Source: an optimization exercise on an open RTL-to-GDS flow (aim: small area and few clock cycles). Production flows keep margins and buffers that such runs may drop. Where RTL was checked, it was by simulation tests only, not by an equivalence proof against the original. No functional check of the RTL was part of runs 1 to 5 and 8. Power is estimated from default activity; no workload was simulated.

===== design/flow/config.mk =====
export PLATFORM = sky130hd
export DESIGN_NAME = mul_divider
export DESIGN_NICKNAME = mul_divider
export VERILOG_FILES = /design/flow/design.v
export SDC_FILE = /design/flow/constraint.sdc
export NUM_CORES = 4
export LEC_CHECK = 0
export ABC_AREA = 1
export CAP_MARGIN = 20
export CORE_MARGIN = 2
export CORE_UTILIZATION = 40
export GPL_TIMING_DRIVEN = 0
export SLEW_MARGIN = 20

===== design/flow/constraint.sdc =====
create_clock -name core_clock -period 5.0 [get_ports {clk}]
set_input_delay 1.0000 -clock core_clock [delete_from_list [all_inputs] [get_ports {clk}]]
set_output_delay 1.0000 -clock core_clock [all_outputs]
set_load 0.01 [all_outputs]

===== design/flow/design.v =====
`timescale 1ns/1ns
module mul_divider
(
    input   wire    rst,
    input   wire    clk,
    output  wire    muldiv_int,
                                        input   wire    muldiv_cn_wctrl,
                                        input   wire    muldiv_ar_wctrl,
    output  wire  [7:0] muldiv_br,      input   wire    muldiv_br_wctrl,
    output  wire  [7:0] muldiv_hr,      input   wire    muldiv_hr_wctrl,
    output  wire  [7:0] muldiv_cr,      input   wire    muldiv_cr_wctrl,
    input   wire  [7:0] dbus_wdata
  );
reg           muldiv_f;
reg           muldiv_md;       
reg   [1:0]   muldiv_sm;       
reg   [7:0]   ar_reg;
reg   [7:0]   br_reg;
reg   [7:0]   hr_reg;
reg   [7:0]   cr_reg;
reg   [2:0]   cnt_reg;
wire          muldiv_run = |cnt_reg;
assign  muldiv_br   =br_reg;
assign  muldiv_hr   =hr_reg;
assign  muldiv_cr   =cr_reg;
assign  muldiv_int  = muldiv_f;
wire  [7:0] a0 = muldiv_ar_wctrl ? dbus_wdata : ar_reg;
wire  [7:0] b0 = muldiv_br_wctrl ? dbus_wdata : br_reg;
wire  [7:0] h0 = muldiv_hr_wctrl ? dbus_wdata : hr_reg;
wire        start = (muldiv_cn_wctrl & dbus_wdata[5])
                  | (muldiv_ar_wctrl & (muldiv_sm==2'h1))
                  | (muldiv_br_wctrl & (muldiv_sm==2'h2))
                  | (muldiv_hr_wctrl & (muldiv_sm==2'h3));
wire        md_eff = muldiv_cn_wctrl ? dbus_wdata[3] : muldiv_md;
wire        last   = ~start & (cnt_reg == 3'h7);
function [9:0] add9;
  input [8:0] a;
  input [8:0] b;
  input       cin;
  reg   [9:0] g, p, gg, pp, ng, np;
  integer i, l, d;
  begin
    g  = {a & b, cin};
    p  = {a ^ b, 1'b0};
    gg = g; pp = p;
    for (l = 0; l < 4; l = l + 1)
    begin
      d  = 1 << l;
      ng = gg; np = pp;
      for (i = 0; i < 10; i = i + 1)
        if ((i / d) % 2 == 1)
        begin
          ng[i] = gg[i] | (pp[i] & gg[(i / d) * d - 1]);
          np[i] = pp[i] & pp[(i / d) * d - 1];
        end
      gg = ng; pp = np;
    end
    add9 = {gg[9], p[9:1] ^ gg[8:0]};
  end
endfunction
reg   [7:0]  u_h;
reg   [7:0]  u_c;
reg   [7:0]  r_rem;
reg   [15:0] r_x;
reg   [8:0]  u_a, u_b;
reg   [9:0]  u_s;
integer j;
always @*
begin
  u_h   = start ? 8'h0 : hr_reg;
  u_c   = start ? a0   : cr_reg;
  r_rem = start ? 8'h0 : cr_reg;
  r_x   = {h0, b0};
  for (j = 0; j < 2; j = j + 1)
  begin
    u_a   = md_eff ? {r_rem, r_x[15]} : {1'b0, u_h};
    u_b   = md_eff ? ~{1'b0, a0}      : {1'b0, b0 & {8{u_c[0]}}};
    u_s   = add9(u_a, u_b, md_eff);
    r_rem = u_s[9] ? u_s[7:0] : u_a[7:0];
    r_x   = {r_x[14:0], u_s[9]};
    u_h   = u_s[8:1];
    u_c   = {u_s[0], u_c[7:1]};
  end
end
wire  [15:0] m_next = {u_h, u_c};
always
@(negedge rst or posedge clk)
begin
  if(~rst)
  begin
    {muldiv_f,muldiv_md,muldiv_sm}<=4'h0;
    ar_reg <=8'h0;
    br_reg <=8'h0;
    hr_reg <=8'h0;
    cr_reg <=8'h0;
    cnt_reg <=3'h0;
  end
  else
  begin
    if(muldiv_cn_wctrl) begin {muldiv_f,muldiv_md,muldiv_sm}<={dbus_wdata[6],dbus_wdata[3],dbus_wdata[1:0]}; cnt_reg<=3'h0; end
    if(muldiv_ar_wctrl) ar_reg<=dbus_wdata;
    if(muldiv_br_wctrl) br_reg<=dbus_wdata;
    if(muldiv_hr_wctrl) hr_reg<=dbus_wdata;
    if(muldiv_cr_wctrl) cr_reg<=dbus_wdata;
    if(start | (muldiv_run & ~muldiv_cn_wctrl))
    begin
      cnt_reg <= start ? (md_eff ? 3'h1 : 3'h5) : cnt_reg + 1'b1;
      muldiv_f <= last;
      if(~md_eff)
        {hr_reg,cr_reg} <= m_next;
      else
      begin
        {hr_reg,br_reg} <= r_x;
        cr_reg <= r_rem;
      end
    end
  end
end
endmodule

===== design/flow/flow/run.sh =====
#!/bin/bash
# Standard layout (the standard.sh), with the port buffers made from the
# smallest buffer cell instead of the default one.
export BUFFER_PORTS_ARGS="-buffer_cell sky130_fd_sc_hd__buf_1"
bash standard.sh > standard.log 2>&1

===== design/flow/standard.sh =====
#!/bin/bash
# synth_recipe.tcl (not shown) runs the flow's synth.tcl, then flattens the netlist and writes it again
# the make line also repeats each setting of config.mk as NAME=value (left out here)
make -C /OpenROAD-flow-scripts/flow DESIGN_CONFIG=/design/flow/config.mk WORK_HOME=/design/flow/orfs CLKGATE_MAP_FILE= SYNTH_SCRIPT=/design/flow/synth_recipe.tcl "${@:-finish}"

==> flow_metrics.env, run 1 <==
export IMPL_status="complete, no violations"
export IMPL_gp_congestion=0.918
export IMPL_yosys_warnings=1
export IMPL_clock_latency_ns=0.30
export IMPL_fin_crit_ns=4.76
export IMPL_io_pins=40
export IMPL_hold_viol_final=0
export IMPL_drcViolationCount=0
export IMPL_startpoint_type="input port"
export IMPL_postSynth_asyncResetShare=1.00
export IMPL_critPathMaxFanout=7
export IMPL_final_cell_mix="161 x nand2_1, 54 x inv_1, 41 x o21ai_0, 39 x dfrtp_1, 32 x buf_1"
export IMPL_skew_ns=0.0174
export IMPL_avgSynthCellArea_um2=6.77
export IMPL_rsz0062_at_grt="no"
export IMPL_max_clock_freq_mhz=210
export IMPL_worstHoldPathType="register to register"
export IMPL_pre_cts_slack_ns=-1.01
export IMPL_power_leakage_uw=0.00208
export IMPL_syn_area_um2=3400
export IMPL_grt_pass1_wl_mm=17.1
export IMPL_synth_flop_cell="dfrtp_1"
export IMPL_drt_iter0_markers=221
export IMPL_wire_per_inst_um=16.4
export IMPL_htree_levels=2
export IMPL_dr_pass1_iters=5
export IMPL_path_common_cell="nand2_1"
export IMPL_drtAntennaViolNets=0
export IMPL_avgViaCountPerCell=5.23
export IMPL_cp_end_kind="register"
export IMPL_path_delay_family="adder cells"
export IMPL_cp_num_buf_inv=5
export IMPL_grt_max_degree=25
export IMPL_portBuffers=38
export IMPL_holdWs_ns=0.519
export IMPL_clockRootBuffer="clkbuf_8"
export IMPL_finalCritPeriodShare=0.951
export IMPL_hold_buffers=0
export IMPL_hpwl_mm=8.70
export IMPL_die_y_um=96.2
export IMPL_finalMaxSlewViolations=0
export IMPL_final_common_cell="nand2_1"
export IMPL_clk_pin_slew_ns=0.08
export IMPL_crit_required_ns=5.19
export IMPL_grt_pass1_vias=3321
export IMPL_grt_total_usage=0.247
export IMPL_setup_tns_ns=0
export IMPL_fillers=852
export IMPL_num_rows=33
export IMPL_cellPowerDensity_nw_per_um2=506
export IMPL_critical_path_max_stage_delay_ns=0.50
export IMPL_synth_seq_area_share=0.287
export IMPL_finalSetupViolCount=0
export IMPL_synth_ff_latch_count=39
export IMPL_numClockSinks=39
export IMPL_cts_tree="yes"
export IMPL_maxCapViolations=0
export IMPL_vias=3485
export IMPL_start_util=0.414
export IMPL_antenna_found_initial=0
export IMPL_area_growth_pct=22.1
export IMPL_worst_pin_slew_ns=0.752
export IMPL_setup_worst_path_class="input port to register"
export IMPL_nets=600
export IMPL_clk_path_buf_depth=2
export IMPL_die_area_um2=9260
export IMPL_synth_nets=542
export IMPL_numCtsBuffers=5
export IMPL_coreArea_um2=8220
export IMPL_synth_cell_type_count=38
export IMPL_drive_above_1_share=0.205
export IMPL_peakVddDrop_v=0.000232
export IMPL_crit_slowest_cell="fa_1"
export IMPL_slew_headroom=0.493
export IMPL_grt_overflow_total=0
export IMPL_diodes=0
export IMPL_cp_arrival_ns=4.94
export IMPL_synthCells=502
export IMPL_wirelength_mm=10.9
export IMPL_post_route_worst_setup_slack_ns=0.244
export IMPL_fp_dieW_um=96.2
export IMPL_synth_edf_count=0
cell type report:
type / count / area (um2) / share of cell area
buffer: 15 / 125 / 0.0301
clock buffer: 5 / 68.8 / 0.0166
clock inverter: 3 / 43.8 / 0.0105
inverter: 68 / 268 / 0.0645
multi-input combinational: 379 / 2260 / 0.544
sequential: 39 / 976 / 0.235
tap: 105 / 131 / 0.0316
timing repair buffer: 52 / 283 / 0.0681
cell families (layout without fill, tap and decap cells):
group,after synthesis,after routing,synth area share
xor+xnor,8,8,0.0206
fa+ha+maj,25,25,0.110
compound gates,106,106,0.166
buf+inv,84,143,0.103
flops,39,39,0.287
simple gates,240,240,0.314
worst register-to-register path, cell delays in order (launching register included):
cell	delay, ns
dfrtp_1	0.42
inv_1	0.08
nand2_1	0.06
nand3_2	0.13
nand2_2	0.09
buf_12	0.14
o21ai_4	0.19
inv_4	0.08
nand2_2	0.07
a21oi_2	0.05
ha_1	0.33
a21oi_2	0.16
nand2_2	0.10
fa_2	0.41
xnor2_2	0.16
a21oi_1	0.09
o21ai_1	0.15
nand2_1	0.08
ha_1	0.34
nand2_1	0.08
inv_1	0.06
nand3_2	0.08
nand3_2	0.10
fa_1	0.50
nand2_1	0.07
nand3_1	0.07
nand2_1	0.08
nand2_1	0.05
Yosys cell counts, types with 3 or more instances:
| library cell | instances | share of area |
|---|---|---|
| xor2_1 | 3 | 0.0077 |
| nor2_1 | 24 | 0.026 |
| a21oi_1 | 37 | 0.054 |
| clkbuf_1 | 5 | 0.0055 |
| nand3_1 | 23 | 0.034 |
| fa_1 | 8 | 0.047 |
| xnor2_1 | 5 | 0.013 |
| dfrtp_1 | 39 | 0.29 |
| inv_1 | 59 | 0.065 |
| nand3_2 | 5 | 0.015 |
| o21ai_0 | 51 | 0.075 |
| ha_1 | 17 | 0.063 |
| inv_2 | 7 | 0.0077 |
| a31oi_1 | 4 | 0.0074 |
| nand2_1 | 170 | 0.19 |
| buf_2 | 5 | 0.0074 |
| o22ai_1 | 6 | 0.011 |
| nand2_2 | 9 | 0.017 |
worst paths after layout:
| path | from | to | slack [ns] | depth (start not counted) |
|---|---|---|---|---|
| min in group asynchronous | rst | ar_reg[0]$_DFF_PN0_ | 0.61 | 1 |
| worst min-delay path | ar_reg[0]$_DFF_PN0_ | ar_reg[0]$_DFF_PN0_ | 0.52 | 2 |
| worst max register to register | muldiv_sm[0]$_DFFE_PN0P_ | cr_reg[7]$_DFFE_PN0P_ | 0.65 | 27 |
| max in group asynchronous | rst | cr_reg[7]$_DFFE_PN0P_ | 3.92 | 2 |
| worst min register to register | ar_reg[0]$_DFF_PN0_ | ar_reg[0]$_DFF_PN0_ | 0.52 | 2 |
| worst max-delay path | muldiv_br_wctrl | cr_reg[7]$_DFFE_PN0P_ | 0.24 | 28 |
stage by stage:
stage               instances  instance area, um2   util  total power (uW)
floorplan                 502                3400      -              1330
global route              666                4150  0.506              2290
detailed placement        646                3700  0.451              1660
global placement          645                3670  0.447              1640
CTS                       654                3880  0.472              1960
finish                    666                4150  0.506              2100
metal layers:
layer	routed length, um	track usage	up-vias
met2	4990	0.399	126
li1	-	-	1728
met4	238	0.0643	0
met5	0	0	-
met3	645	0.0446	19
met1	5030	0.339	1612
what timing repair did:
item / CTS / global route
setup endpoints to repair: 15 / 14
gates resized for setup: 26 / 65
pin swaps: 5 / 23
gates cloned: 0 / 1
setup buffers: 1 / 11
power breakdown:
group / total [uW] / switching (uW) / internal (uW)
logic: 1340 / 832 / 507
clock network: 270 / 121 / 149
registers: 493 / 85.9 / 407
total: 2100 / 1040 / 1060
==> run 2: changes to the inputs <==
--- a/design/flow/design.v
+++ b/design/flow/design.v
@@ -67,9 +67,9 @@
 integer j;
 always @*
 begin
-  u_h   = start ? 8'h0 : hr_reg;
-  u_c   = start ? a0   : cr_reg;
-  r_rem = start ? 8'h0 : cr_reg;
+  u_h   = muldiv_run ? hr_reg : 8'h0;
+  u_c   = muldiv_run ? cr_reg : a0;
+  r_rem = muldiv_run ? cr_reg : 8'h0;
   r_x   = {h0, b0};
   for (j = 0; j < 2; j = j + 1)
   begin
==> run 2 against run 1 <==
Area after synthesis grew 3.2%. Total power grew 34%. Sequential power grew 2%. Critical path depth grew 3. Clock skew shrank 0.0095 ns. Clock-buffer cell count grew 1. Critical path type unchanged. Critical endpoint unchanged. Largest power group unchanged. Highest routed layer unchanged.
==> flow_metrics.env, run 2 <==
export IMPL_nets=609
export IMPL_synth_cell_type_count=35
export IMPL_clockRootBuffer="clkbuf_8"
export IMPL_crit_slowest_cell="fa_1"
export IMPL_hpwl_mm=9.22
export IMPL_area_growth_pct=22.6
export IMPL_slew_headroom=0.686
export IMPL_pre_cts_slack_ns=-1.09
export IMPL_antenna_found_initial=0
export IMPL_wirelength_mm=11.9
export IMPL_synth_ff_latch_count=39
export IMPL_grt_max_degree=25
export IMPL_yosysMostFrequentCell="nand2_1"
export IMPL_numClockSinks=39
export IMPL_fp_dieW_um=97.7
export IMPL_drcViolationCount=0
export IMPL_clk_path_buf_depth=2
export IMPL_finalCritPeriodShare=0.964
export IMPL_avgSynthCellArea_um2=6.86
export IMPL_holdWs_ns=0.516
export IMPL_final_cell_mix="154 x nand2_1, 65 x inv_1, 39 x dfrtp_1, 35 x buf_1, 34 x o21ai_0"
export IMPL_drive_above_1_share=0.221
export IMPL_final_core_util=0.499
export IMPL_pwr_share_comb=0.744
export IMPL_crit_required_ns=5.19
export IMPL_worstHoldPathType="register to register"
export IMPL_diodes=0
export IMPL_cts_tree="yes"
export IMPL_htree_levels=2
export IMPL_hold_viol_final=0
export IMPL_coreArea_um2=8640
export IMPL_io_pins=40
export IMPL_gp_congestion=0.972
export IMPL_synth_nets=552
export IMPL_synth_top_area_frac=0.278
export IMPL_clock_latency_ns=0.30
export IMPL_postSynth_asyncResetShare=1.00
export IMPL_yosys_warnings=1
export IMPL_p_sw_frac=0.546
export IMPL_skew_ns=0.00790
export IMPL_power_switching_uw=1540
export IMPL_synthCells=512
export IMPL_dr_pass1_iters=6
export IMPL_grt_total_usage=0.249
export IMPL_status="complete, no violations"
export IMPL_portBuffers=39
export IMPL_worst_pin_slew_ns=0.467
export IMPL_cellPowerDensity_nw_per_um2=654
export IMPL_grt_overflow_total=0
export IMPL_finalMaxSlewViolations=0
export IMPL_critPathMaxFanout=10
export IMPL_num_rows=34
export IMPL_final_common_cell="nand2_1"
export IMPL_p_int_uw=1280
export IMPL_start_util=0.407
export IMPL_synth_seq_area_share=0.278
export IMPL_numCtsBuffers=5
export IMPL_die_area_um2=9540
export IMPL_place_area_um2=3860
export IMPL_seqPwrFrac=0.178
export IMPL_maxCapViolations=0
export IMPL_clk_pin_slew_ns=0.08
export IMPL_finalSetupViolCount=0
export IMPL_synth_edf_count=0
export IMPL_startpoint_type="input port"
export IMPL_synth_flop_cell="dfrtp_1"
export IMPL_drtAntennaViolNets=0
export IMPL_power_leakage_uw=0.00217
export IMPL_syn_area_um2=3510
export IMPL_path_common_cell="nand2_1"
export IMPL_grt_pass1_vias=3316
export IMPL_synth_top_cells_by_count="160 x nand2_1, 72 x inv_1, 51 x o21ai_0, 39 x dfrtp_1, 28 x nand3_1"
export IMPL_post_route_worst_setup_slack_ns=0.181
export IMPL_wire_per_inst_um=17.5
export IMPL_avgViaCountPerCell=5.37
export IMPL_cp_arrival_ns=5.01
export IMPL_critical_path_max_stage_delay_ns=0.49
export IMPL_total_power_uw=2820
export IMPL_finalInstanceArea_um2=4310
export IMPL_vias=3642
export IMPL_drt_iter0_markers=282
export IMPL_max_clock_freq_mhz=208
export IMPL_reg2reg_setup_slack_ns=0.33
export IMPL_cp_end_kind="register"
export IMPL_setup_worst_path_class="input port to register"
export IMPL_die_y_um=97.7
export IMPL_clockPowerShare=0.078
export IMPL_yosysTopAreaCell="dfrtp_1"
export IMPL_peakVddDrop_v=0.000514
export IMPL_fin_crit_ns=4.82
export IMPL_grt_pass1_wl_mm=18.4
export IMPL_post_synth_main_area_contributors="dfrtp_1 28%, nand2_1 17%, inv_1 7.7%, o21ai_0 7.3%, ha_1 6.1%"
==> run 2: changes by cell type after synthesis, moves of 3 or more <==
cell     before  now
nand2_1     170  160
buf_2         5    8
a21oi_1      37   27
nand3_1      23   28
inv_1        59   72
a31oi_1       4    7
nand2_4       1    7
==> run 2: worst paths after layout <==
kind,cells after the start,from,to
max,31,muldiv_cn_wctrl,cr_reg[7]$_DFFE_PN0P_
min,2,cr_reg[7]$_DFFE_PN0P_,cr_reg[7]$_DFFE_PN0P_
max reg2reg,31,cnt_reg[0]$_DFFE_PN0P_,cr_reg[7]$_DFFE_PN0P_
min reg2reg,2,cr_reg[7]$_DFFE_PN0P_,cr_reg[7]$_DFFE_PN0P_
max in group asynchronous,2,rst,br_reg[3]$_DFF_PN0_
min in group asynchronous,1,rst,cnt_reg[1]$_DFFE_PN0P_
==> run 2: layer usage <==
layer,GRT usage,vias up,routed length [um],share of wire
met3,0.0338,21,874,0.074
met2,0.382,163,5410,0.46
met1,0.365,1707,5300,0.45
li1,-,1751,-,-
met5,0,-,0,0
met4,0.0726,0,285,0.024
==> run 2: kinds of logic after synthesis <==
group / after synthesis / share of synthesized area
multiplexers: 1 / 0.00285
AO/OA/AOI/OAI: 101 / 0.157
adder cells (fa/ha/maj): 25 / 0.106
buffers and inverters: 92 / 0.107
flip-flops: 39 / 0.278
AND/OR/NAND/NOR: 247 / 0.331
XOR/XNOR: 7 / 0.0175
==> run 2: metrics by stage <==
step	cells	TNS [ns]
after global placement	659	-10.98
after floorplan	512	0
final	678	0
after detailed placement	660	-11.38
after global routing	678	-0.0234
after CTS	674	0
==> run 2: layout make-up <==
| type | instances | area (um2) |
|---|---|---|
| buffer | 15 | 155 |
| clock buffer | 6 | 72.6 |
| clock inverter | 2 | 12.5 |
| fill | 906 | 4330 |
| inverter | 77 | 294 |
| multi-input combinational | 383 | 2420 |
| sequential | 39 | 976 |
| tap | 108 | 135 |
| timing repair buffer | 48 | 241 |
==> run 2: power by group through the flow <==
| stage | Combinational, uW | Sequential [uW] | Clock (uW) |
|---|---|---|---|
| after floorplan | 1260 | 519 | 0 |
| after global placement | 1760 | 499 | 0 |
| after detailed placement | 1780 | 504 | 0 |
| after CTS | 1890 | 498 | 222 |
| after global routing | 2300 | 511 | 236 |
| final | 2100 | 501 | 219 |
==> run 2: critical path, delay by kind of cell <==
kind / cells / cell delay, ns
buffers and inverters: 9 / 0.81
XOR/XNOR: 1 / 0.23
adder cells (fa/ha/maj): 4 / 1.56
AND/OR/NAND/NOR: 15 / 1.14
AO/OA/AOI/OAI: 2 / 0.22
==> run 2: timing repair <==
| action | in CTS | in global routing |
|---|---|---|
| hold buffers | 0 | 0 |
| pin swaps | 7 | 16 |
| gates cloned | 0 | 2 |
| resized for setup | 31 | 63 |
| buffers inserted | 6 | 2 |
| endpoints found under the setup margin | 15 | 13 |
==> run 3: changes to the inputs <==
--- a/design/flow/design.v
+++ b/design/flow/design.v
@@ -58,31 +58,28 @@
     add9 = {gg[9], p[9:1] ^ gg[8:0]};
   end
 endfunction
-reg   [7:0]  u_h;
-reg   [7:0]  u_c;
+wire  [7:0]    m_h = start ? 8'h0 : hr_reg;
+wire  [7:0]    m_c = start ? a0   : cr_reg;
+wire  [9:0]    m_s = m_h + m_c[1:0] * b0;
+wire  [15:0]   m_next = {m_s, m_c[7:2]};
 reg   [7:0]  r_rem;
 reg   [15:0] r_x;
-reg   [8:0]  u_a, u_b;
-reg   [9:0]  u_s;
+reg   [8:0]  r_t;
+reg   [9:0]  r_d;
 integer j;
 always @*
 begin
-  u_h   = muldiv_run ? hr_reg : 8'h0;
-  u_c   = muldiv_run ? cr_reg : a0;
-  r_rem = muldiv_run ? cr_reg : 8'h0;
+  r_rem = start ? 8'h0 : cr_reg;
   r_x   = {h0, b0};
   for (j = 0; j < 2; j = j + 1)
   begin
-    u_a   = md_eff ? {r_rem, r_x[15]} : {1'b0, u_h};
-    u_b   = md_eff ? ~{1'b0, a0}      : {1'b0, b0 & {8{u_c[0]}}};
-    u_s   = add9(u_a, u_b, md_eff);
-    r_rem = u_s[9] ? u_s[7:0] : u_a[7:0];
-    r_x   = {r_x[14:0], u_s[9]};
-    u_h   = u_s[8:1];
-    u_c   = {u_s[0], u_c[7:1]};
+    r_t   = {r_rem, r_x[15]};
+    r_d   = add9(r_t, ~{1'b0, a0}, 1'b1);
+    r_d[9] = ~r_d[9];
+    r_rem = r_d[9] ? r_t[7:0] : r_d[7:0];
+    r_x   = {r_x[14:0], ~r_d[9]};
   end
 end
-wire  [15:0] m_next = {u_h, u_c};
 always
 @(negedge rst or posedge clk)
 begin
==> run 3 against run 2 <==
Largest power group unchanged. Cell area fell by 5.0%. Worst setup slack improved by 0.095 ns. Clock power rose by 12%. Flip-flop and latch count did not move. Die area rose by 0.62%. Cell count fell by 2.7%. Core utilization fell by 2.5 points. Total power fell by 26%. Via count fell by 6.0%. Synthesized cell count fell by 2.1%.
==> flow_metrics.env, run 3 <==
export IMPL_finalSetupViolCount=0
export IMPL_htree_levels=2
export IMPL_drtAntennaViolNets=0
export IMPL_io_pins=40
export IMPL_finalInstanceArea_um2=4090
export IMPL_final_common_cell="nand2_1"
export IMPL_pre_cts_slack_ns=-1.11
export IMPL_nets=604
export IMPL_finalMaxSlewViolations=0
export IMPL_postSynth_asyncResetShare=1.00
export IMPL_synthCells=501
export IMPL_drcViolationCount=0
export IMPL_gp_congestion=0.938
export IMPL_hold_buffers=0
export IMPL_synth_edf_count=0
export IMPL_post_synth_main_area_contributors="dfrtp_1 28%, nand2_1 17%, ha_1 9.6%, inv_1 7.9%, fa_1 6.2%"
export IMPL_avgSynthCellArea_um2=7.05
export IMPL_power_leakage_uw=0.00213
export IMPL_yosysTopAreaCell="dfrtp_1"
export IMPL_vias=3423
export IMPL_yosys_warnings=1
export IMPL_cellPowerDensity_nw_per_um2=512
export IMPL_top_usage_layer="met2"
export IMPL_wire_per_inst_um=16.2
export IMPL_start_util=0.409
export IMPL_grt_pass1_wl_mm=17.3
export IMPL_met3_usage=0.0272
export IMPL_coreArea_um2=8640
export IMPL_synth_top_area_frac=0.276
export IMPL_skew_ns=0.00776
export IMPL_fin_cells=660
export IMPL_setup_worst_path_class="input port to register"
export IMPL_grt_overflow_total=0
export IMPL_grt_util_met1=0.309
export IMPL_path_common_cell="nand2_1"
export IMPL_synth_nets=554
export IMPL_critical_path_max_stage_delay_ns=0.23
export IMPL_grt_total_usage=0.227
export IMPL_crit_required_ns=5.20
export IMPL_clock_latency_ns=0.30
export IMPL_status="complete, no violations"
export IMPL_wirelength_mm=10.7
export IMPL_maxCapViolations=0
export IMPL_final_cell_mix="154 x nand2_1, 73 x inv_1, 39 x dfrtp_1, 36 x o21ai_0, 34 x buf_1"
export IMPL_drive_above_1_share=0.130
export IMPL_clk_path_buf_depth=2
export IMPL_die_area_um2=9600
export IMPL_die_y_um=98.0
export IMPL_syn_area_um2=3530
export IMPL_final_core_util=0.474
export IMPL_cts_tree="yes"
export IMPL_crit_slowest_cell="ha_4"
export IMPL_place_area_um2=3830
export IMPL_met2_usage=0.375
export IMPL_area_growth_pct=15.8
export IMPL_fp_dieW_um=98.0
export IMPL_clk_pin_slew_ns=0.08
export IMPL_max_clock_freq_mhz=212
export IMPL_cp_end_kind="register"
export IMPL_drt_iter0_markers=168
export IMPL_synth_top_cells_by_count="156 x nand2_1, 74 x inv_1, 40 x o21ai_0, 39 x dfrtp_1, 29 x nor2_1"
export IMPL_avgViaCountPerCell=5.19
export IMPL_dr_pass1_iters=4
export IMPL_numClockSinks=39
export IMPL_post_route_worst_setup_slack_ns=0.276
export IMPL_cp_arrival_ns=4.92
export IMPL_synth_ff_latch_count=39
export IMPL_antenna_found_initial=0
export IMPL_synth_seq_area_share=0.276
export IMPL_yosysMostFrequentCell="nand2_1"
export IMPL_total_power_uw=2100
export IMPL_critPathMaxFanout=10
export IMPL_hold_viol_final=0
export IMPL_slew_headroom=0.563
export IMPL_synth_flop_cell="dfrtp_1"
export IMPL_finalCritPeriodShare=0.945
export IMPL_diodes=0
export IMPL_grt_max_degree=26
export IMPL_worst_pin_slew_ns=0.648
export IMPL_clockRootBuffer="clkbuf_8"
export IMPL_hpwl_mm=8.32
export IMPL_peakVddDrop_v=0.000250
export IMPL_fin_crit_ns=4.72
export IMPL_grt_pass1_vias=3346
export IMPL_synth_cell_type_count=42
export IMPL_startpoint_type="input port"
export IMPL_portBuffers=37
export IMPL_dp_cells=647
export IMPL_worstHoldPathType="register to register"
export IMPL_numCtsBuffers=5
export IMPL_num_rows=34
## run 3: what timing repair did
action | in CTS | in global routing
setup endpoints to repair | 10 | 9
gates resized for setup | 15 | 18
buffers inserted | 3 | 2
endpoints found under the hold margin | 0 | 0
pin swaps | 4 | 6
## run 3: path summary, 6_finish.rpt
path                                                  to                startpoint  slack (ns)  cells past startpoint
worst min-delay path               cr_reg[1]$_DFFE_PN0P_     cr_reg[1]$_DFFE_PN0P_        0.53                      2
worst min register to register     cr_reg[1]$_DFFE_PN0P_     cr_reg[1]$_DFFE_PN0P_        0.53                      2
max in group asynchronous       muldiv_sm[0]$_DFFE_PN0P_                       rst        3.92                      2
worst max register to register     cr_reg[1]$_DFFE_PN0P_  muldiv_sm[0]$_DFFE_PN0P_        0.67                     35
worst max-delay path               cr_reg[1]$_DFFE_PN0P_           muldiv_br_wctrl        0.28                     35
min in group asynchronous         cnt_reg[1]$_DFFE_PN0P_                       rst        0.60                      1
## run 3: layout make-up
cell class / count / area, um2
inverters: 81 / 312
plain buffers: 12 / 88.8
multi-input cells: 369 / 2270
flip-flops and latches: 39 / 976
repair buffers: 43 / 206
well taps: 108 / 135
fillers: 890 / 4550
clock buffers: 8 / 100
## run 3: logic make-up after synthesis
logic type | after synthesis | share of synthesized area
simple gates | 232 | 0.289
fa+ha+maj | 38 | 0.158
flops | 39 | 0.276
xor+xnor | 9 | 0.0223
buf+inv | 93 | 0.107
compound gates | 90 | 0.148
## run 3: through the flow
step / TNS (ns) / hold WS, ns
floorplan: 0 / 0.487
CTS: 0 / 0.534
finish: 0 / 0.527
global route: -0.0353 / 0.563
global placement: -9.03 / 0.504
detailed placement: -10.15 / 0.512
## run 3: metal layers
| metal | vias up | share of wire |
|---|---|---|
| met1 | 1612 | 0.46 |
| met3 | 17 | 0.042 |
| met5 | - | 0 |
| li1 | 1700 | - |
| met4 | 0 | 0.019 |
| met2 | 94 | 0.48 |
## run 3: report_power, final
group / switching (uW) / leakage [uW] / internal, uW
combinational: 853 / 0.00162 / 515
clock: 119 / 0.0000515 / 126
sequential: 76.5 / 0.000461 / 406
total: 1050 / 0.00213 / 1050
## run 3: critical path, delay by kind of cell
kind | cells | cell delay, ns
simple gates | 21 | 1.88
compound gates | 6 | 0.85
buf+inv | 6 | 0.75
fa+ha+maj | 2 | 0.44
==> run 4: changes to the inputs <==
--- a/design/flow/config.mk
+++ b/design/flow/config.mk
@@ -9,5 +9,7 @@
 export CAP_MARGIN = 20
 export CORE_MARGIN = 2
 export CORE_UTILIZATION = 40
+export CTS_CLUSTER_DIAMETER = 100
+export CTS_CLUSTER_SIZE = 50
 export GPL_TIMING_DRIVEN = 0
 export SLEW_MARGIN = 20
==> run 4 against run 3 <==
Wire length is the same. Total power did not move. Area after synthesis unchanged. Via count did not move. Clock-buffer cell count did not move.
==> flow_metrics.env, run 4 <==
export IMPL_drt_iter0_markers=168
export IMPL_synth_nets=554
export IMPL_avgViaCountPerCell=5.19
export IMPL_diodes=0
export IMPL_hold_viol_final=0
export IMPL_start_util=0.409
export IMPL_synth_edf_count=0
export IMPL_yosys_warnings=1
export IMPL_postSynth_asyncResetShare=1.00
export IMPL_worst_pin_slew_ns=0.648
export IMPL_area_growth_pct=15.8
export IMPL_met3_usage=0.0272
export IMPL_clk_path_buf_depth=2
export IMPL_path_common_cell="nand2_1"
export IMPL_numCtsBuffers=5
export IMPL_final_common_cell="nand2_1"
export IMPL_cp_end_kind="register"
export IMPL_startpoint_type="input port"
export IMPL_peakVddDrop_v=0.000250
export IMPL_status="complete, no violations"
export IMPL_grt_total_usage=0.227
export IMPL_slew_headroom=0.563
export IMPL_critPathLaunch="muldiv_br_wctrl"
export IMPL_drcViolationCount=0
export IMPL_r2r_start="muldiv_sm[0]$_DFFE_PN0P_"
export IMPL_max_clock_freq_mhz=212
export IMPL_synth_top_cells_by_count="156 x nand2_1, 74 x inv_1, 40 x o21ai_0, 39 x dfrtp_1, 29 x nor2_1"
export IMPL_yosysTopAreaCell="dfrtp_1"
export IMPL_synth_seq_area_share=0.276
export IMPL_critical_path_max_stage_delay_ns=0.23
export IMPL_fp_dieW_um=98.0
export IMPL_synth_cell_type_count=42
export IMPL_avgSynthCellArea_um2=7.05
export IMPL_crit_slowest_cell="ha_4"
export IMPL_antenna_found_initial=0
export IMPL_synth_ff_latch_count=39
export IMPL_clk_pin_slew_ns=0.08
export IMPL_dr_pass1_iters=4
export IMPL_hpwl_mm=8.32
export IMPL_die_area_um2=9600
export IMPL_grt_overflow_total=0
export IMPL_grt_pass1_vias=3346
export IMPL_coreArea_um2=8640
export IMPL_cellPowerDensity_nw_per_um2=512
export IMPL_portBuffers=37
export IMPL_grt_pass1_wl_mm=17.3
export IMPL_synth_top_area_frac=0.276
export IMPL_drtAntennaViolNets=0
export IMPL_final_cell_mix="154 x nand2_1, 73 x inv_1, 39 x dfrtp_1, 36 x o21ai_0, 34 x buf_1"
export IMPL_syn_area_um2=3530
export IMPL_die_y_um=98.0
export IMPL_place_area_um2=3830
export IMPL_finalSetupViolCount=0
export IMPL_wirelength_mm=10.7
export IMPL_nets=604
export IMPL_hold_path_startpoint="cr_reg[1]$_DFFE_PN0P_"
export IMPL_worstHoldPathType="register to register"
export IMPL_yosysMostFrequentCell="nand2_1"
export IMPL_finalCritPeriodShare=0.945
export IMPL_grt_util_met1=0.309
export IMPL_htree_levels=2
export IMPL_vias=3423
export IMPL_met2_usage=0.375
export IMPL_drive_above_1_share=0.130
export IMPL_io_pins=40
export IMPL_holdWs_ns=0.527
export IMPL_finalInstanceArea_um2=4090
export IMPL_clock_latency_ns=0.30
export IMPL_numClockSinks=39
export IMPL_synthCells=501
export IMPL_skew_ns=0.00776
export IMPL_gp_congestion=0.938
export IMPL_setup_tns_ns=0
export IMPL_post_synth_main_area_contributors="dfrtp_1 28%, nand2_1 17%, ha_1 9.6%, inv_1 7.9%, fa_1 6.2%"
export IMPL_clockRootBuffer="clkbuf_8"
export IMPL_top_usage_layer="met2"
export IMPL_finalMaxSlewViolations=0
export IMPL_cp_arrival_ns=4.92
export IMPL_power_leakage_uw=0.00213
export IMPL_critPathMaxFanout=10
export IMPL_cts_tree="yes"
export IMPL_num_rows=34
export IMPL_synth_flop_cell="dfrtp_1"
export IMPL_setup_worst_path_class="input port to register"
export IMPL_fin_crit_ns=4.72
export IMPL_crit_required_ns=5.20
export IMPL_grt_max_degree=26
export IMPL_wire_per_inst_um=16.2
export IMPL_maxCapViolations=0
-- run 4: cell counts in the layout (fill, tap and decap cells not counted) --
Identical to the previous run, type by type.
-- run 4: through the flow --
| stage | std cells | power (uW) | util | setup WS, ns |
|---|---|---|---|---|
| global route | 660 | 2300 | 0.474 | -0.0188 |
| finish | 660 | 2100 | 0.474 | 0.276 |
| floorplan | 501 | 1410 | - | 0.0784 |
| CTS | 658 | 2030 | 0.463 | 0.00770 |
| global placement | 646 | 1720 | 0.441 | -1.00 |
| detailed placement | 647 | 1760 | 0.443 | -1.11 |
-- run 4: path summary, 6_finish.rpt --
| path | end | slack, ns | cells after the start |
|---|---|---|---|
| worst max-delay path | cr_reg[1]$_DFFE_PN0P_ | 0.28 | 35 |
| worst min-delay path | cr_reg[1]$_DFFE_PN0P_ | 0.53 | 2 |
| worst max register to register | cr_reg[1]$_DFFE_PN0P_ | 0.67 | 35 |
| worst min register to register | cr_reg[1]$_DFFE_PN0P_ | 0.53 | 2 |
| max in group asynchronous | muldiv_sm[0]$_DFFE_PN0P_ | 3.92 | 2 |
| min in group asynchronous | cnt_reg[1]$_DFFE_PN0P_ | 0.60 | 1 |
-- run 4: kinds of logic after synthesis --
group                    after synthesis  share of synthesized area
flip-flops                            39                      0.276
AO/OA/AOI/OAI                         90                      0.148
adder cells (fa/ha/maj)               38                      0.158
buffers and inverters                 93                      0.107
XOR/XNOR                               9                     0.0223
AND/OR/NAND/NOR                      232                      0.289
-- run 4: area by class of cell --
| cell class | instances | area, um2 |
|---|---|---|
| fillers | 890 | 4550 |
| multi-input cells | 369 | 2270 |
| flip-flops and latches | 39 | 976 |
| inverters | 81 | 312 |
| repair buffers | 43 | 206 |
| well taps | 108 | 135 |
| clock buffers | 8 | 100 |
| plain buffers | 12 | 88.8 |
-- run 4: what timing repair did --
action                                  CTS  global route
hold buffers                              0             0
buffers inserted                          3             2
endpoints found under the setup margin   10             9
pin swaps                                 4             6
gates resized for setup                  15            18
-- run 4: where the power goes --
group	internal (uW)	total, uW	switching, uW
Combinational	515	1370	853
Clock	126	246	119
Sequential	406	483	76.5
Total	1050	2100	1050
-- run 4: critical path, delay by kind of cell --
kind | cells | cell delay [ns]
and+or+nand+nor | 21 | 1.88
AOI/OAI and AO/OA | 6 | 0.85
adders and majority gates | 2 | 0.44
buffers and inverters | 6 | 0.75
-- run 4: routing by layer --
| layer | up-vias | wire length, um |
|---|---|---|
| li1 | 1700 | - |
| met1 | 1612 | 4910 |
| met2 | 94 | 5120 |
| met3 | 17 | 445 |
| met4 | 0 | 204 |
| met5 | - | 0 |
==> run 5: changes to the inputs <==
--- a/design/flow/config.mk
+++ b/design/flow/config.mk
@@ -9,7 +9,7 @@
 export CAP_MARGIN = 20
 export CORE_MARGIN = 2
 export CORE_UTILIZATION = 40
-export CTS_CLUSTER_DIAMETER = 100
-export CTS_CLUSTER_SIZE = 50
+export CTS_BUF_LIST = sky130_fd_sc_hd__clkbuf_4 sky130_fd_sc_hd__clkbuf_8
+export CTS_CLUSTER_SIZE = 20
 export GPL_TIMING_DRIVEN = 0
 export SLEW_MARGIN = 20
==> run 5 against run 4 <==
Clock power rose by 3%. Wire length rose by 0.15%. Critical path type unchanged. Still clean on timing, DRC and antenna. Area after synthesis did not move. Global-route usage did not move.
==> flow_metrics.env, run 5 <==
export IMPL_status="complete, no violations"
export IMPL_setup_worst_path_class="input port to register"
export IMPL_diodes=0
export IMPL_synthMuxAreaShare=0
export IMPL_finalSetupViolCount=0
export IMPL_clockRootBuffer="clkbuf_8"
export IMPL_antenna_found_initial=0
export IMPL_cp_end_kind="register"
export IMPL_synth_ff_latch_count=39
export IMPL_drcViolationCount=0
export IMPL_yosys_area_share_simple=0.289
export IMPL_worstHoldPathType="register to register"
export IMPL_hpwl_mm=8.32
export IMPL_synth_seq_area_share=0.276
export IMPL_finalMaxSlewViolations=0
export IMPL_cp_arrival_ns=4.91
export IMPL_synth_xor_area_frac=0.0223
export IMPL_crit_required_ns=5.20
export IMPL_vias=3432
export IMPL_fillers=888
export IMPL_yosysMostFrequentCell="nand2_1"
export IMPL_synth_fa_ha_area_frac=0.158
export IMPL_seqPwrFrac=0.229
export IMPL_numCtsBuffers=5
export IMPL_clk_pin_slew_ns=0.08
export IMPL_skew_ns=0.00747
export IMPL_io_pins=40
export IMPL_p_int_uw=1050
export IMPL_synth_top_cells_by_count="156 x nand2_1, 74 x inv_1, 40 x o21ai_0, 39 x dfrtp_1, 29 x nor2_1"
export IMPL_worst_pin_slew_ns=0.648
export IMPL_syn_area_um2=3530
export IMPL_path_common_cell="nand2_1"
export IMPL_numClockSinks=39
export IMPL_cp_num_buf_inv=6
export IMPL_max_clock_freq_mhz=212
export IMPL_yosysTopAreaCell="dfrtp_1"
export IMPL_power_leakage_uw=0.00213
export IMPL_peakVddDrop_v=0.000250
export IMPL_htree_levels=2
export IMPL_synth_flop_cell="dfrtp_1"
export IMPL_startpoint_type="input port"
export IMPL_synth_top_area_frac=0.276
export IMPL_final_core_util=0.474
export IMPL_grt_pass1_vias=3346
export IMPL_die_area_um2=9600
export IMPL_yosys_warnings=1
export IMPL_place_area_um2=3830
export IMPL_power_switching_uw=1050
export IMPL_crit_slowest_cell="ha_4"
export IMPL_p_sw_frac=0.499
export IMPL_gp_congestion=0.938
export IMPL_avgSynthCellArea_um2=7.05
export IMPL_hold_buffers=0
export IMPL_clk_path_buf_depth=2
export IMPL_wirelength_mm=10.7
export IMPL_drtAntennaViolNets=0
export IMPL_slew_headroom=0.563
export IMPL_critical_path_max_stage_delay_ns=0.23
export IMPL_die_y_um=98.0
export IMPL_path_delay_family="simple AND/OR/NAND/NOR gates"
export IMPL_avgViaCountPerCell=5.20
export IMPL_portBuffers=37
export IMPL_clock_latency_ns=0.30
export IMPL_final_common_cell="nand2_1"
export IMPL_finalInstanceArea_um2=4090
export IMPL_drt_iter0_markers=167
export IMPL_finalCritPeriodShare=0.943
export IMPL_coreArea_um2=8640
export IMPL_synthCells=501
export IMPL_wire_per_inst_um=16.2
export IMPL_synth_edf_count=0
export IMPL_synth_nets=554
export IMPL_nets=604
export IMPL_synth_compound_area_frac=0.148
export IMPL_final_cell_mix="154 x nand2_1, 73 x inv_1, 39 x dfrtp_1, 36 x o21ai_0, 34 x buf_1"
export IMPL_cellPowerDensity_nw_per_um2=514
export IMPL_fin_crit_ns=4.71
export IMPL_grt_total_usage=0.227
export IMPL_num_rows=34
export IMPL_drive_above_1_share=0.132
export IMPL_synth_cell_type_count=42
export IMPL_synth_top_family_by_area="simple AND/OR/NAND/NOR gates"
export IMPL_post_synth_main_area_contributors="dfrtp_1 28%, nand2_1 17%, ha_1 9.6%, inv_1 7.9%, fa_1 6.2%"
export IMPL_grt_pass1_wl_mm=17.3
export IMPL_hold_viol_final=0
export IMPL_maxCapViolations=0
export IMPL_clockPowerShare=0.120
export IMPL_area_growth_pct=15.9
export IMPL_pwr_share_comb=0.650
export IMPL_dr_pass1_iters=7
export IMPL_start_util=0.409
export IMPL_critPathMaxFanout=10
export IMPL_grt_max_degree=26
export IMPL_postSynth_asyncResetShare=1.00
export IMPL_grt_overflow_total=0
export IMPL_cts_tree="yes"
export IMPL_fp_dieW_um=98.0
==> run 5: cell counts after synthesis <==
No cell type changed its count.
==> run 5: worst register-to-register path, delay by kind of cell (launching register included) <==
family                   cells  cell delay [ns]
AND/OR/NAND/NOR             20             1.74
flip-flops                   1             0.42
adder cells (fa/ha/maj)      2             0.55
AO/OA/AOI/OAI                6             0.90
buffers and inverters        7             0.61
==> run 5: final timing paths <==
| path | slack (ns) | cells past startpoint | end | from |
|---|---|---|---|---|
| setup / recovery | 0.29 | 35 | cr_reg[1]$_DFFE_PN0P_ | muldiv_br_wctrl |
| hold / removal | 0.53 | 2 | cr_reg[1]$_DFFE_PN0P_ | cr_reg[1]$_DFFE_PN0P_ |
| setup reg to reg | 0.68 | 35 | cr_reg[1]$_DFFE_PN0P_ | muldiv_sm[0]$_DFFE_PN0P_ |
| hold reg to reg | 0.53 | 2 | cr_reg[1]$_DFFE_PN0P_ | cr_reg[1]$_DFFE_PN0P_ |
| max in group asynchronous | 3.92 | 2 | muldiv_sm[0]$_DFFE_PN0P_ | rst |
| min in group asynchronous | 0.60 | 1 | cnt_reg[1]$_DFFE_PN0P_ | rst |
==> run 5: timing repair <==
item | 4_1_cts | 5_1_grt
pin swaps | 4 | 6
gates resized for setup | 15 | 18
buffers inserted | 3 | 2
setup endpoints to repair | 10 | 9
==> run 5: cell type report <==
class | instances | area [um2] | area share
Buffer | 12 | 88.8 | 0.0217
Clock buffer | 8 | 104 | 0.0254
Inverter | 81 | 312 | 0.0761
Multi-Input combinational cell | 369 | 2270 | 0.555
Sequential cell | 39 | 976 | 0.238
Tap cell | 108 | 135 | 0.0330
Timing Repair Buffer | 43 | 206 | 0.0504
==> run 5: power groups by stage <==
stage | clock (uW) | combinational, uW | sequential (uW)
after CTS | 255 | 1300 | 481
after floorplan | 0 | 906 | 506
after global placement | 0 | 1230 | 485
after global routing | 275 | 1540 | 495
after detailed placement | 0 | 1270 | 487
final | 253 | 1370 | 482
==> run 5: kinds of logic after synthesis <==
logic type | after synthesis
simple gates | 232
buf+inv | 93
compound gates | 90
xor+xnor | 9
flops | 39
fa+ha+maj | 38
==> run 5: per-stage QoR <==
step                      instances  hold WS [ns]  TNS, ns  total power [uW]  setup WS (ns)
after floorplan                 501         0.487        0              1410         0.0784
after global placement          646         0.504    -9.03              1720          -1.00
after detailed placement        647         0.512   -10.15              1760          -1.11
after CTS                       658         0.534        0              2040        0.00770
after global routing            660         0.563  -0.0358              2310        -0.0193
final                           660         0.527        0              2100          0.285
==> run 5: per-layer routing <==
| layer | routed length [um] | up-vias | global-route usage |
|---|---|---|---|
| li1 | - | 1702 | - |
| met1 | 4810 | 1606 | 0.309 |
| met2 | 5120 | 107 | 0.375 |
| met3 | 561 | 17 | 0.0272 |
| met4 | 206 | 0 | 0.0791 |
| met5 | 0 | - | 0 |
==> run 6: changes to the inputs <==
--- a/design/flow/design.v
+++ b/design/flow/design.v
@@ -58,8 +58,8 @@
     add9 = {gg[9], p[9:1] ^ gg[8:0]};
   end
 endfunction
-wire  [7:0]    m_h = start ? 8'h0 : hr_reg;
-wire  [7:0]    m_c = start ? a0   : cr_reg;
+wire  [7:0]    m_h = muldiv_run ? hr_reg : 8'h0;
+wire  [7:0]    m_c = muldiv_run ? cr_reg : a0;
 wire  [9:0]    m_s = m_h + m_c[1:0] * b0;
 wire  [15:0]   m_next = {m_s, m_c[7:2]};
 reg   [7:0]  r_rem;
@@ -69,7 +69,7 @@
 integer j;
 always @*
 begin
-  r_rem = start ? 8'h0 : cr_reg;
+  r_rem = muldiv_run ? cr_reg : 8'h0;
   r_x   = {h0, b0};
   for (j = 0; j < 2; j = j + 1)
   begin
==> design/flow/config.mk (replaced) <==
export PLATFORM = sky130hd
export DESIGN_NAME = mul_divider
export DESIGN_NICKNAME = mul_divider
export VERILOG_FILES = /design/flow/design.v
export SDC_FILE = /design/flow/constraint.sdc
export NUM_CORES = 4
export LEC_CHECK = 0
export ABC_AREA = 1
export CAP_MARGIN = 0
export CORE_MARGIN = 2
export CORE_UTILIZATION = 40
export GPL_TIMING_DRIVEN = 0
export SLEW_MARGIN = 0
==> run 6 against run 5 <==
Flip-flop and latch count is the same. Wire length is 0.37% lower. Hold slack got worse by 0.015 ns. Still clean on timing, DRC and antenna. Highest routed layer unchanged. Cell count is 0.76% higher.
==> flow_metrics.env, run 6 <==
export IMPL_max_clock_freq_mhz=219
export IMPL_antenna_found_initial=0
export IMPL_power_leakage_uw=0.00213
export IMPL_post_synth_main_area_contributors="dfrtp_1 27%, nand2_1 16%, ha_1 9.5%, inv_1 8.1%, fa_1 6.2%"
export IMPL_grt_pass1_wl_mm=17.6
export IMPL_die_y_um=98.3
export IMPL_final_cell_mix="155 x nand2_1, 77 x inv_1, 39 x dfrtp_1, 37 x o21ai_0, 35 x buf_1"
export IMPL_holdWs_ns=0.512
export IMPL_peakVddDrop_v=0.000241
export IMPL_clockRootBuffer="clkbuf_8"
export IMPL_grt_max_degree=35
export IMPL_synthCells=511
export IMPL_synth_edf_count=0
export IMPL_synth_seq_area_share=0.275
export IMPL_synth_flop_cell="dfrtp_1"
export IMPL_startpoint_type="input port"
export IMPL_wirelength_mm=10.7
export IMPL_fp_dieW_um=98.3
export IMPL_numClockSinks=39
export IMPL_nets=609
export IMPL_worst_pin_slew_ns=0.741
export IMPL_portBuffers=37
export IMPL_synth_top_cells_by_count="155 x nand2_1, 77 x inv_1, 39 x dfrtp_1, 39 x o21ai_0, 29 x nor2_1"
export IMPL_final_core_util=0.457
export IMPL_area_growth_pct=11.6
export IMPL_synth_cell_type_count=34
export IMPL_path_common_cell="nand2_1"
export IMPL_maxCapViolations=0
export IMPL_vias=3511
export IMPL_avgSynthCellArea_um2=6.95
export IMPL_hold_viol_final=0
export IMPL_ff_latch_area_um2=976
export IMPL_yosysTopAreaCell="dfrtp_1"
export IMPL_synth_ff_latch_count=39
export IMPL_worstHoldPathType="input port to async pin"
export IMPL_drt_iter0_markers=286
export IMPL_slew_headroom=0.501
export IMPL_clk_pin_slew_ns=0.09
export IMPL_crit_required_ns=5.20
export IMPL_dr_pass1_iters=5
export IMPL_numCtsBuffers=5
export IMPL_multiInputGateArea_um2=2210
export IMPL_num_rows=34
export IMPL_skew_ns=0.0104
export IMPL_gp_congestion=0.877
export IMPL_syn_area_um2=3550
export IMPL_htree_levels=2
export IMPL_cellPowerDensity_nw_per_um2=705
export IMPL_avgViaCountPerCell=5.28
export IMPL_setup_worst_path_class="input port to register"
export IMPL_yosys_warnings=1
export IMPL_cts_resized_gates=0
export IMPL_fillers=894
export IMPL_clock_latency_ns=0.31
export IMPL_clk_path_buf_depth=2
export IMPL_status="complete, no violations"
export IMPL_finalMaxSlewViolations=0
export IMPL_setup_tns_ns=0
export IMPL_grt_pass1_vias=3433
export IMPL_cp_arrival_ns=4.78
export IMPL_rsz0062_at_grt="no"
export IMPL_die_area_um2=9650
export IMPL_synth_nets=564
export IMPL_finalCritPeriodShare=0.914
export IMPL_post_cts_buffers=0
export IMPL_critical_path_max_stage_delay_ns=0.34
export IMPL_critPathMaxFanout=10
export IMPL_start_util=0.409
export IMPL_drtAntennaViolNets=0
export IMPL_drcViolationCount=0
export IMPL_coreArea_um2=8680
export IMPL_grt_overflow_total=0
export IMPL_drive_above_1_share=0.104
export IMPL_final_common_cell="nand2_1"
export IMPL_fin_crit_ns=4.57
export IMPL_crit_slowest_cell="ha_1"
export IMPL_hold_buffers=0
export IMPL_hpwl_mm=8.24
export IMPL_grt_total_usage=0.230
export IMPL_cp_end_kind="register"
export IMPL_diodes=0
export IMPL_finalSetupViolCount=0
export IMPL_postSynth_asyncResetShare=1.00
export IMPL_synth_top_area_frac=0.275
export IMPL_io_pins=40
export IMPL_yosysMostFrequentCell="nand2_1"
export IMPL_wire_per_inst_um=16.0
export IMPL_cts_tree="yes"
run 6: metrics by stage:
stage          area, um2  setup slack (ns)  std cells  power [uW]
2_1_floorplan       3550             0.813        511        1990
3_3_place_gp        3830           -0.0728        656        2440
3_5_place_dp        3850            -0.139        657        2480
4_1_cts             3960             0.160        665        2770
5_1_grt             3970            0.0865        665        3100
6_report            3970             0.428        665        2800
run 6: logic make-up (layout without fill, tap and decap cells):
| group | count (synthesis) | count (layout) | share of synthesized area |
|---|---|---|---|
| simple gates | 234 | 234 | 0.284 |
| compound gates | 97 | 97 | 0.157 |
| fa+ha+maj | 38 | 38 | 0.157 |
| flops | 39 | 39 | 0.275 |
| buf+inv | 94 | 140 | 0.105 |
| xor+xnor | 9 | 9 | 0.0222 |
run 6: final cells by class:
class | instances | share of cell area
plain buffers | 11 | 0.0158
clock buffers | 5 | 0.0174
clock inverters | 3 | 0.0110
inverters | 83 | 0.0785
multi-input cells | 378 | 0.556
flip-flops and latches | 39 | 0.246
well taps | 108 | 0.0341
repair buffers | 38 | 0.0407
run 6: worst paths after layout:
kind / from / endpoint / slack [ns] / depth (start not counted)
worst max-delay path: muldiv_ar_wctrl / cr_reg[3]$_DFFE_PN0P_ / 0.43 / 27
worst min register to register: cr_reg[3]$_DFFE_PN0P_ / cr_reg[3]$_DFFE_PN0P_ / 0.51 / 2
min in group core_clock: cr_reg[3]$_DFFE_PN0P_ / cr_reg[3]$_DFFE_PN0P_ / 0.51 / 2
max in group asynchronous: rst / hr_reg[4]$_DFF_PN0_ / 4.04 / 2
worst min-delay path: rst / ar_reg[1]$_DFF_PN0_ / 0.51 / 1
worst max register to register: cnt_reg[0]$_DFFE_PN0P_ / cr_reg[3]$_DFFE_PN0P_ / 0.59 / 28
run 6: critical path: cells and delay by family:
kind / cells / cell delay (ns)
adder cells (fa/ha/maj): 2 / 0.67
AND/OR/NAND/NOR: 14 / 1.43
AO/OA/AOI/OAI: 6 / 1.08
buffers and inverters: 5 / 0.58
run 6: where the power goes:
group	internal, uW	switching (uW)
clock network	149	135
logic	732	1290
registers	416	77.4
run 6: layer usage:
layer  part of all wire  global-route usage
met1               0.48               0.337
met2               0.44               0.359
met3              0.062              0.0322
met4             0.0097              0.0558
met5                  0                   0
Testbench counts of run 6, summed over its fixed seeds: cycles 154,097.
==> run 7: changes to the inputs <==
--- a/design/flow/config.mk
+++ b/design/flow/config.mk
@@ -6,8 +6,8 @@
 export NUM_CORES = 4
 export LEC_CHECK = 0
 export ABC_AREA = 1
-export CAP_MARGIN = 0
+export CAP_MARGIN = 20
 export CORE_MARGIN = 2
 export CORE_UTILIZATION = 40
 export GPL_TIMING_DRIVEN = 0
-export SLEW_MARGIN = 0
+export SLEW_MARGIN = 20
==> run 7 against run 6 <==
Still clean. Clock-buffer cell count unchanged. Core utilization grew 0.087 points. Die area stayed put. Via count shrank 1.3%. Cell count stayed put. Critical path type unchanged. Critical path depth stayed put.
==> flow_metrics.env, run 7 <==
export IMPL_area_growth_pct=11.8
export IMPL_coreArea_um2=8680
export IMPL_hold_end="cr_reg[3]$_DFFE_PN0P_"
export IMPL_clock_latency_ns=0.30
export IMPL_setup_worst_path_class="input port to register"
export IMPL_holdPathStages=2
export IMPL_status="complete, no violations"
export IMPL_cellPowerDensity_nw_per_um2=698
export IMPL_finalCritPeriodShare=0.910
export IMPL_fin_crit_ns=4.55
export IMPL_max_clock_freq_mhz=220
export IMPL_avgViaCountPerCell=5.21
export IMPL_postSynth_asyncResetShare=1.00
export IMPL_maxCapViolations=0
export IMPL_synth_nets=564
export IMPL_synth_flop_cell="dfrtp_1"
export IMPL_synth_ff_latch_count=39
export IMPL_finalMaxSlewViolations=0
export IMPL_critical_path_max_stage_delay_ns=0.34
export IMPL_vias=3465
export IMPL_start_util=0.409
export IMPL_setup_tns_ns=0
export IMPL_grt_max_degree=23
export IMPL_path_common_cell="nand2_1"
export IMPL_syn_area_um2=3550
export IMPL_dp_cells=657
export IMPL_peakVddDrop_v=0.000241
export IMPL_portBuffers=37
export IMPL_pre_cts_slack_ns=-0.177
export IMPL_r2r_start="cnt_reg[0]$_DFFE_PN0P_"
export IMPL_num_rows=34
export IMPL_startpoint_type="input port"
export IMPL_clk_path_buf_depth=2
export IMPL_hold_path_startpoint="cr_reg[3]$_DFFE_PN0P_"
export IMPL_grt_overflow_total=0
export IMPL_clk_pin_slew_ns=0.08
export IMPL_synth_top_area_frac=0.275
export IMPL_skew_ns=0.00848
export IMPL_drtAntennaViolNets=0
export IMPL_holdWs_ns=0.515
export IMPL_total_power_uw=2770
export IMPL_fp_dieW_um=98.3
export IMPL_final_common_cell="nand2_1"
export IMPL_cp_end_kind="register"
export IMPL_synth_cell_type_count=34
export IMPL_crit_slowest_cell="ha_1"
export IMPL_power_leakage_uw=0.00213
export IMPL_antenna_found_initial=0
export IMPL_synth_top_cells_by_count="155 x nand2_1, 77 x inv_1, 39 x dfrtp_1, 39 x o21ai_0, 29 x nor2_1"
export IMPL_synthCells=511
export IMPL_fin_cells=665
export IMPL_numClockSinks=39
export IMPL_finalSetupViolCount=0
export IMPL_cts_tree="yes"
export IMPL_hpwl_mm=8.24
export IMPL_htree_levels=2
export IMPL_yosysMostFrequentCell="nand2_1"
export IMPL_nets=609
export IMPL_synth_edf_count=0
export IMPL_critPathMaxFanout=10
export IMPL_rr_worst_depth=28
export IMPL_post_route_worst_setup_slack_ns=0.449
export IMPL_worstHoldPathType="register to register"
export IMPL_avgSynthCellArea_um2=6.95
export IMPL_grt_pass1_wl_mm=17.5
export IMPL_worst_pin_slew_ns=0.734
export IMPL_slew_headroom=0.506
export IMPL_die_y_um=98.3
export IMPL_grt_total_usage=0.228
export IMPL_drcViolationCount=0
export IMPL_diodes=0
export IMPL_clockRootBuffer="clkbuf_8"
export IMPL_drive_above_1_share=0.104
export IMPL_cp_arrival_ns=4.74
export IMPL_io_pins=40
export IMPL_yosysTopAreaCell="dfrtp_1"
export IMPL_reg2reg_setup_slack_ns=0.64
export IMPL_numCtsBuffers=5
export IMPL_post_synth_main_area_contributors="dfrtp_1 27%, nand2_1 16%, ha_1 9.5%, inv_1 8.1%, fa_1 6.2%"
export IMPL_drt_iter0_markers=203
export IMPL_rr_endpoint="cr_reg[3]$_DFFE_PN0P_"
export IMPL_hold_buffers=0
export IMPL_grt_pass1_vias=3427
export IMPL_final_cell_mix="155 x nand2_1, 77 x inv_1, 39 x dfrtp_1, 37 x o21ai_0, 35 x buf_1"
export IMPL_synth_seq_area_share=0.275
export IMPL_wire_per_inst_um=15.8
export IMPL_gp_congestion=0.877
export IMPL_dr_pass1_iters=5
export IMPL_hold_viol_final=0
export IMPL_fillers=928
export IMPL_rsz0062_at_grt="no"
export IMPL_die_area_um2=9650
export IMPL_wirelength_mm=10.5
export IMPL_crit_required_ns=5.19
export IMPL_yosys_warnings=1
-- run 7: changes by cell type in the layout (fill, tap and decap cells not counted) --
cell | before | now
buf_12 | 1 | 0
buf_16 | 0 | 1
-- run 7: layout make-up --
class / count / area (um2) / area share
inverter: 83 / 312 / 0.0784
clock buffer: 5 / 68.8 / 0.0173
multi-input combinational: 378 / 2210 / 0.555
tap: 108 / 135 / 0.0340
timing repair buffer: 38 / 169 / 0.0425
clock inverter: 3 / 43.8 / 0.0110
sequential: 39 / 976 / 0.246
buffer: 11 / 62.6 / 0.0157
-- run 7: through the flow --
step                area, um2   util
floorplan                3550      -
global placement         3830  0.441
detailed placement       3860  0.444
CTS                      3970  0.457
global route             3970  0.458
finish                   3970  0.458
-- run 7: per-layer routing --
metal,track usage,part of all wire,vias to the layer above
li1,-,-,1713
met1,0.338,0.47,1612
met2,0.359,0.45,128
met3,0.0308,0.073,12
met4,0.0464,0.012,0
met5,0,0,-
-- run 7: power breakdown --
| part | switching (uW) | internal (uW) | leakage (uW) | total (uW) |
|---|---|---|---|---|
| logic | 1270 | 732 | 0.00161 | 2000 |
| clock network | 127 | 149 | 0.0000581 | 276 |
| registers | 78.3 | 416 | 0.000463 | 494 |
-- run 7: how the worst max path moves through the flow --
stage	start	to	slack (ns)	cells after the start
after floorplan	muldiv_ar_wctrl	cr_reg[3]$_DFFE_PN0P_	0.81	24
after detailed placement	muldiv_ar_wctrl	cr_reg[3]$_DFFE_PN0P_	-0.18	27
after CTS	muldiv_ar_wctrl	cr_reg[3]$_DFFE_PN0P_	0.12	27
after global routing	muldiv_ar_wctrl	cr_reg[3]$_DFFE_PN0P_	0.1	27
after global placement	muldiv_ar_wctrl	cr_reg[3]$_DFFE_PN0P_	-0.07	27
final	muldiv_ar_wctrl	cr_reg[3]$_DFFE_PN0P_	0.45	27
-- run 7: cells by family after synthesis --
family          count (synthesis)  synth area share
simple gates                  234             0.284
buf+inv                        94             0.105
xor+xnor                        9            0.0222
fa+ha+maj                      38             0.157
compound gates                 97             0.157
flops                          39             0.275
-- run 7: repair_timing --
| action | 4_1_cts | 5_1_grt |
|---|---|---|
| setup buffers | 0 | 0 |
| resized for setup | 0 | 4 |
| endpoints found under the setup margin | 0 | 9 |
-- run 7: critical path, delay by kind of cell --
kind                     cells  cell delay, ns
adder cells (fa/ha/maj)      2            0.67
buffers and inverters        5            0.59
AO/OA/AOI/OAI                6            1.05
AND/OR/NAND/NOR             14            1.40
==> run 8: changes to the inputs <==
--- a/design/flow/design.v
+++ b/design/flow/design.v
@@ -62,6 +62,7 @@
 wire  [7:0]    m_c = muldiv_run ? cr_reg : a0;
 wire  [9:0]    m_s = m_h + m_c[1:0] * b0;
 wire  [15:0]   m_next = {m_s, m_c[7:2]};
+wire         d_skip = ~muldiv_run & ~muldiv_ar_wctrl & ~muldiv_hr_wctrl & (hr_reg < ar_reg);
 reg   [7:0]  r_rem;
 reg   [15:0] r_x;
 reg   [8:0]  r_t;
@@ -69,8 +70,8 @@
 integer j;
 always @*
 begin
-  r_rem = muldiv_run ? cr_reg : 8'h0;
-  r_x   = {h0, b0};
+  r_rem = muldiv_run ? cr_reg : (d_skip ? hr_reg : 8'h0);
+  r_x   = d_skip ? {b0, 8'h0} : {h0, b0};
   for (j = 0; j < 2; j = j + 1)
   begin
     r_t   = {r_rem, r_x[15]};
@@ -101,7 +102,7 @@
     if(muldiv_cr_wctrl) cr_reg<=dbus_wdata;
     if(start | (muldiv_run & ~muldiv_cn_wctrl))
     begin
-      cnt_reg <= start ? (md_eff ? 3'h1 : 3'h5) : cnt_reg + 1'b1;
+      cnt_reg <= start ? (md_eff ? (d_skip ? 3'h5 : 3'h1) : 3'h5) : cnt_reg + 1'b1;
       muldiv_f <= last;
       if(~md_eff)
         {hr_reg,cr_reg} <= m_next;
==> run 8 against run 7 <==
Still clean. Critical path depth rose by 7. Worst setup slack got worse by 0.21 ns. Clock power fell by 3%. Core utilization rose by 1.9 points. Flip-flop and latch count did not move. First-iteration DRC count rose by 3.4%. Hold slack got worse by 0.0065 ns. Area after synthesis rose by 8.8%. Global-route usage rose by 1.2 points. Cell count rose by 13%. Largest power group unchanged.
==> flow_metrics.env, run 8 <==
export IMPL_status="complete, no violations"
export IMPL_grt_max_degree=27
export IMPL_postSynth_asyncResetShare=1.00
export IMPL_clockRootBuffer="clkbuf_8"
export IMPL_area_growth_pct=15.2
export IMPL_reg2reg_setup_slack_ns=0.29
export IMPL_synth_ff_latch_count=39
export IMPL_num_rows=35
export IMPL_final_common_cell="nand2_1"
export IMPL_place_area_um2=4180
export IMPL_portBuffers=36
export IMPL_avgSynthCellArea_um2=6.79
export IMPL_r2r_start="cnt_reg[0]$_DFFE_PN0P_"
export IMPL_hold_viol_final=0
export IMPL_grt_pass1_wl_mm=19.3
export IMPL_dr_pass1_iters=5
export IMPL_vias=3891
export IMPL_final_cell_mix="160 x nand2_1, 95 x inv_1, 60 x o21ai_0, 39 x dfrtp_1, 35 x buf_1"
export IMPL_peakVddDrop_v=0.000291
export IMPL_io_pins=40
export IMPL_cp_end_kind="register"
export IMPL_wirelength_mm=12.1
export IMPL_startpoint_type="input port"
export IMPL_diodes=0
export IMPL_critPathLaunch="muldiv_hr_wctrl"
export IMPL_grt_overflow_total=0
export IMPL_numCtsBuffers=5
export IMPL_drt_iter0_markers=210
export IMPL_ff_latch_area_um2=976
export IMPL_grt_total_usage=0.241
export IMPL_synth_top_area_frac=0.252
export IMPL_wl_met3_um=617
export IMPL_drive_above_1_share=0.106
export IMPL_synth_cell_type_count=36
export IMPL_drtAntennaViolNets=0
export IMPL_setup_worst_path_class="input port to register"
export IMPL_clock_latency_ns=0.30
export IMPL_finalCritPeriodShare=0.951
export IMPL_clk_path_buf_depth=2
export IMPL_skew_ns=0.00805
export IMPL_clk_pin_slew_ns=0.09
export IMPL_hold_path_startpoint="cr_reg[1]$_DFFE_PN0P_"
export IMPL_crit_required_ns=5.24
export IMPL_post_route_worst_setup_slack_ns=0.244
export IMPL_yosys_warnings=1
export IMPL_fp_dieW_um=102
export IMPL_cts_tree="yes"
export IMPL_multiInputGateArea_um2=2510
export IMPL_numClockSinks=39
export IMPL_finalInstanceArea_um2=4450
export IMPL_final_core_util=0.477
export IMPL_avgViaCountPerCell=5.19
export IMPL_synth_seq_area_share=0.252
export IMPL_coreArea_um2=9330
export IMPL_cp_arrival_ns=5.00
export IMPL_die_y_um=102
export IMPL_setup_tns_ns=0
export IMPL_max_clock_freq_mhz=210
export IMPL_nets=683
export IMPL_wire_per_inst_um=16.1
export IMPL_cellPowerDensity_nw_per_um2=725
export IMPL_antenna_found_initial=0
export IMPL_slew_headroom=0.415
export IMPL_critPathMaxFanout=10
export IMPL_finalMaxSlewViolations=0
export IMPL_drcViolationCount=0
export IMPL_crit_slowest_cell="ha_1"
export IMPL_maxCapViolations=0
export IMPL_wl_met1_mm=5.69
export IMPL_detailroute_wirelength_met2_mm=5.50
export IMPL_grt_pass1_vias=3830
==> run 8: changes by cell type after synthesis, moves of 5 or more <==
cell      before  now
nand2_2       14    5
nand2_1      155  166
inv_1         77   96
a31oi_1       11    2
a21oi_1       21   28
nand3_1       17   29
clkbuf_1       4    9
ha_1          27   35
o21ai_0       39   62
==> run 8: worst max-delay path: cells and delay by family <==
kind | cells | cell delay, ns
fa+ha+maj | 2 | 0.53
compound gates | 5 | 0.76
buf+inv | 7 | 0.82
simple gates | 20 | 1.88
==> run 8: worst paths after layout <==
check,endpoint,depth (start not counted)
setup / recovery,cr_reg[6]$_DFFE_PN0P_,34
hold / removal,cr_reg[1]$_DFFE_PN0P_,2
setup reg to reg,cr_reg[6]$_DFFE_PN0P_,36
hold reg to reg,cr_reg[1]$_DFFE_PN0P_,2
max in group asynchronous,hr_reg[6]$_DFF_PN0_,2
min in group asynchronous,muldiv_sm[1]$_DFFE_PN0P_,1
==> run 8: cells by family (layout without fill, tap and decap cells) <==
family,count (synthesis),in the layout,synth area share
fa+ha+maj,47,47,0.175
compound gates,113,113,0.158
simple gates,246,246,0.275
xor+xnor,8,8,0.0181
flops,39,39,0.252
buf+inv,116,168,0.121
==> run 8: layout make-up <==
| class | count | share of cell area |
|---|---|---|
| plain buffers | 18 | 0.0253 |
| clock buffers | 6 | 0.0163 |
| clock inverters | 1 | 0.00674 |
| inverters | 98 | 0.0832 |
| multi-input cells | 414 | 0.564 |
| flip-flops and latches | 39 | 0.219 |
| well taps | 129 | 0.0362 |
| repair buffers | 45 | 0.0486 |
==> run 8: stage by stage <==
| stage | hold WS [ns] | instances |
|---|---|---|
| detailed placement | 0.502 | 735 |
| global route | 0.547 | 750 |
| floorplan | 0.502 | 569 |
| global placement | 0.490 | 734 |
| finish | 0.509 | 750 |
| CTS | 0.520 | 746 |
==> run 8: power by group <==
group          leakage, uW  total [uW]  internal [uW]  switching, uW
Combinational      0.00186        2430            971           1460
Sequential        0.000457         526            416            110
Clock            0.0000513         267            147            121
==> run 8: what timing repair did <==
| item | CTS | global route |
|---|---|---|
| setup buffers | 4 | 4 |
| pin swaps | 3 | 5 |
| gates resized for setup | 7 | 22 |
| endpoints found under the setup margin | 9 | 11 |
==> run 8: layer usage <==
| layer | vias up | GRT usage |
|---|---|---|
| li1 | 1904 | - |
| met1 | 1825 | 0.330 |
| met2 | 137 | 0.406 |
| met3 | 25 | 0.0287 |
| met4 | 0 | 0.0574 |
| met5 | - | 0 |

Check on run 8: ideal ports give 0.244 ns setup slack; a clkbuf_16 on the clock port and buf_2 on the inputs give 0.252 ns; moving port delays by the midpoint clock arrival (0.329 ns) as well gives -0.077 ns.
